This is an optimization exercise on Yosys and OpenROAD, whose aim is small area and a short achievable clock period, not a production implementation.
RTL that was checked went through simulation tests only; none was proved equivalent to the original.
Power and IR drop assume default switching activity.

==> module FIR_dout, before the edit <==
module FIR_dout(input [15:0] R, input [7:0] Din, output [15:0] y);
wire n213 = ~Din[0];
wire s214, c214;
HA u214 (.a(R[0]), .b(n213), .s(s214), .co(c214));
wire n215 = ~Din[1];
wire s216, c216;
HA u216 (.a(R[1]), .b(n215), .s(s216), .co(c216));
wire n217 = ~Din[2];
wire s218, c218;
HA u218 (.a(R[2]), .b(n217), .s(s218), .co(c218));
wire n219 = ~Din[3];
wire s220, c220;
FA u220 (.a(R[3]), .b(Din[0]), .c(n219), .s(s220), .co(c220));
wire n221 = ~Din[4];
wire s222, c222;
FA u222 (.a(R[4]), .b(Din[1]), .c(n221), .s(s222), .co(c222));
wire n223 = ~Din[5];
wire s224, c224;
FA u224 (.a(R[5]), .b(Din[2]), .c(n223), .s(s224), .co(c224));
wire n225 = ~Din[6];
wire s226, c226;
FA u226 (.a(R[6]), .b(Din[3]), .c(n225), .s(s226), .co(c226));
wire n227 = ~Din[7];
wire s228, c228;
FA u228 (.a(R[7]), .b(Din[4]), .c(n227), .s(s228), .co(c228));
wire s229, c229;
HA u229 (.a(R[8]), .b(Din[5]), .s(s229), .co(c229));
wire s230, c230;
HA u230 (.a(R[9]), .b(Din[6]), .s(s230), .co(c230));
wire s231, c231;
HA u231 (.a(R[10]), .b(Din[7]), .s(s231), .co(c231));
wire [15:0] ya = {R[15], R[14], R[13], R[12], R[11], s231, s230, s229, s228, s226, s224, s222, s220, s218, s216, s214};
wire [15:0] yb = {1'b0, 1'b0, 1'b0, 1'b0, c231, c230, c229, c228, c226, c224, c222, c220, c218, c216, c214, 1'b0};
wire [15:0] y = ya + yb;
endmodule
export LEC_CHECK = 0
export ABC_CLOCK_PERIOD_IN_PS = 2000
export CAP_MARGIN = 20
export CORE_MARGIN = 2
export CORE_UTILIZATION = 40
export SLEW_MARGIN = 20
export SYNTH_HIERARCHICAL = 1
create_clock -name core_clock -period 13.0 [get_ports {clk}]
standard.sh (not shown) runs the stock make flow with config.mk's settings and CLKGATE_MAP_FILE= SYNTH_SCRIPT=/design/flow/synth_recipe.tcl, a recipe that flattens the netlist after the stock synthesis.
==> flow/flow/run.sh <==
#!/bin/bash
# Layout flow: the standard flow (standard.sh), with its standard synthesis
# unchanged, then the layout steps with a larger setup margin for repair_timing,
# faster port buffers and a smaller clock tree. Each step's full output goes to
# a log in this folder.
set -euo pipefail
bash standard.sh synth > log_synth.txt 2>&1
bash standard.sh SETUP_SLACK_MARGIN=5.5 \
  "BUFFER_PORTS_ARGS=-buffer_cell sky130_fd_sc_hd__buf_2" \
  "CTS_ARGS=-sink_clustering_enable -repair_clock_nets -dont_use_dummy_load -buf_list sky130_fd_sc_hd__clkbuf_8 -sink_clustering_size 36 -sink_clustering_max_diameter 100" \
  finish > log_layout.txt 2>&1
Change:
--- a/flow/design.v
+++ b/flow/design.v
@@ -384,5 +384,5 @@
 wire [15:0] ya = {R[15], R[14], R[13], R[12], R[11], s231, s230, s229, s228, s226, s224, s222, s220, s218, s216, s214};
 wire [15:0] yb = {1'b0, 1'b0, 1'b0, 1'b0, c231, c230, c229, c228, c226, c224, c222, c220, c218, c216, c214, 1'b0};
-wire [15:0] y = ya + yb;
+assign y = ya + yb;
 endmodule
 module FA(input a, input b, input c, output s, output co);
Synthesized area does not change.
Design area does not change.
Via count does not change.
Final cell count does not change.
Setup slack stays the same.
Power does not change.
First-iteration DRC count stays the same.
Hold slack stays the same.
Fmax stays the same.
Count of clock-buffer cells in the layout is unchanged.
Register-to-register slack barely changes.
No functional check of the RTL was part of the first run of this note.

* * *

## cedar
Another version of the RTL of FIR (not shown whole).
Size in the first run: about 72 flip-flops, ~28 I/O pins.
Settings: LEC_CHECK=0, ABC_CLOCK_PERIOD_IN_PS=2000, CAP_MARGIN=20, CORE_MARGIN=2, CORE_UTILIZATION=65, SLEW_MARGIN=20, SYNTH_HIERARCHICAL=1; clock period 13.0 ns.
Scripts as last shown in full above: flow/flow/run.sh
cedar has completed all stages; timing, DRC and antenna checks passed.
What pepper does differently from cedar at the input level:
--- a/flow/design.v
+++ b/flow/design.v
@@ -1,29 +1,29 @@
 module FIR(Dout, Din, clk, reset);
 output	[17:0]	Dout;
 input 	[7:0] 	Din;
 input 		clk, reset;
 reg [7:0] h1, h2, h3, h4, h5, h6, h7;
 reg [15:0] R;
 wire s1, c1;
-HA u1 (.a(h2[0]), .b(h4[0]), .s(s1), .co(c1));
+HA u1 (.a(~h2[0]), .b(h4[0]), .s(s1), .co(c1));
 wire s2, c2;
-FA u2 (.a(h2[1]), .b(h4[1]), .c(c1), .s(s2), .co(c2));
+FA u2 (.a(~h2[1]), .b(h4[1]), .c(c1), .s(s2), .co(c2));
 wire s3, c3;
-FA u3 (.a(h2[2]), .b(h4[2]), .c(c2), .s(s3), .co(c3));
+FA u3 (.a(~h2[2]), .b(h4[2]), .c(c2), .s(s3), .co(c3));
 wire s4, c4;
-FA u4 (.a(h2[3]), .b(h4[3]), .c(c3), .s(s4), .co(c4));
+FA u4 (.a(~h2[3]), .b(h4[3]), .c(c3), .s(s4), .co(c4));
 wire s5, c5;
-FA u5 (.a(h2[4]), .b(h4[4]), .c(c4), .s(s5), .co(c5));
+FA u5 (.a(~h2[4]), .b(h4[4]), .c(c4), .s(s5), .co(c5));
 wire s6, c6;
-FA u6 (.a(h2[5]), .b(h4[5]), .c(c5), .s(s6), .co(c6));
+FA u6 (.a(~h2[5]), .b(h4[5]), .c(c5), .s(s6), .co(c6));
 wire s7, c7;
-FA u7 (.a(h2[6]), .b(h4[6]), .c(c6), .s(s7), .co(c7));
+FA u7 (.a(~h2[6]), .b(h4[6]), .c(c6), .s(s7), .co(c7));
 wire s8, c8;
-FA u8 (.a(h2[7]), .b(h4[7]), .c(c7), .s(s8), .co(c8));
+FA u8 (.a(~h2[7]), .b(h4[7]), .c(c7), .s(s8), .co(c8));
 wire s9, c9;
 HA u9 (.a(s1), .b(h3[0]), .s(s9), .co(c9));
 wire s10, c10;
 FA u10 (.a(s2), .b(h3[1]), .c(c9), .s(s10), .co(c10));
 wire s11, c11;
 FA u11 (.a(s3), .b(h3[2]), .c(c10), .s(s11), .co(c11));
 wire s12, c12;
@@ -310,27 +310,27 @@
 wire [15:0] y;
 FIR_dout udout (.R(R), .Din(Din), .y(y));
 always @(posedge clk)
 begin
 	if (reset)
 	begin
 		h1 <= 8'hff;
-		h2 <= 8'h00;
+		h2 <= 8'hff;
 		h3 <= 8'h00;
 		h4 <= 8'h00;
 		h5 <= 8'hff;
 		h6 <= 8'h00;
 		h7 <= 8'hff;
 		R <= 16'd65281;
 	end
 	else
 	begin
 		h1 <= ~Din;
-		h2 <= ~h1;
-		h3 <= h2;
+		h2 <= h1;
+		h3 <= ~h2;
 		h4 <= h3;
 		h5 <= ~h4;
 		h6 <= ~h5;
 		h7 <= ~h6;
 		R <= Rn;
 	end
 end
### Flow results
Between pepper and cedar, it is pepper whose initial core utilization is higher, by 0.39 points. Internal power shrinks slightly when moving from cedar to pepper. Compared with cedar, pepper shows a lower clock input transition at the sequential cells of the worst setup and hold paths. Comparing die area for pepper and cedar, the bigger number came from pepper. Setup slack in pepper is smaller than in cedar. Changes observed in pepper relative to cedar: worst hold slack -5.5 ps, utilization +0.22 points. For global-route usage over all layers, pepper and cedar come out practically identical. Per the comparison of pepper with cedar, number of global-route vias before repair has increased; critical path depth lost 1; met2 track demand over resource saw an increase; share of the final layout cell area in sequential cells level. On worst-case setup slack after placement, cedar loses to pepper.
Function not checked in pepper: the RTL went through the layout flow alone.

==> separate check: timing with driven ports <==
Ports are ideal in the flow. The routed layouts listed here were re-timed in OpenROAD. Step 1 sets driving cells, clkbuf_16 on the clock port and buf_2 on the other inputs (assumed; they add their load-dependent delay and slew). Step 2 also shifts input and output timing later by t, the mid clock arrival at the registers, as if the neighbouring blocks saw the same clock. a / b / c = ideal ports / drivers / drivers and shift; a / b = the first two.
run | t, ns | setup WS [ns] | latest minus earliest clock arrival (ns) | worst data-port slew with drivers (ns)
the first run of note 1 | 0.364 | 5.628 / 5.609 / 5.609 | 0.028 / 0.029 | 0.03
the second run of note 1 | 0.364 | 5.628 / 5.609 / 5.609 | 0.028 / 0.029 | 0.03
cedar | 0.356 | 5.649 / 5.626 / 5.626 | 0.044 / 0.044 | 0.03
pepper | 0.367 | 5.605 / 5.584 / 5.584 | 0.032 / 0.032 | 0.03
After both steps setup and hold are still met in every run listed. The setup slack of cedar, which loses most, moves by -0.023 ns with the drivers and by -0.023 ns with both steps.
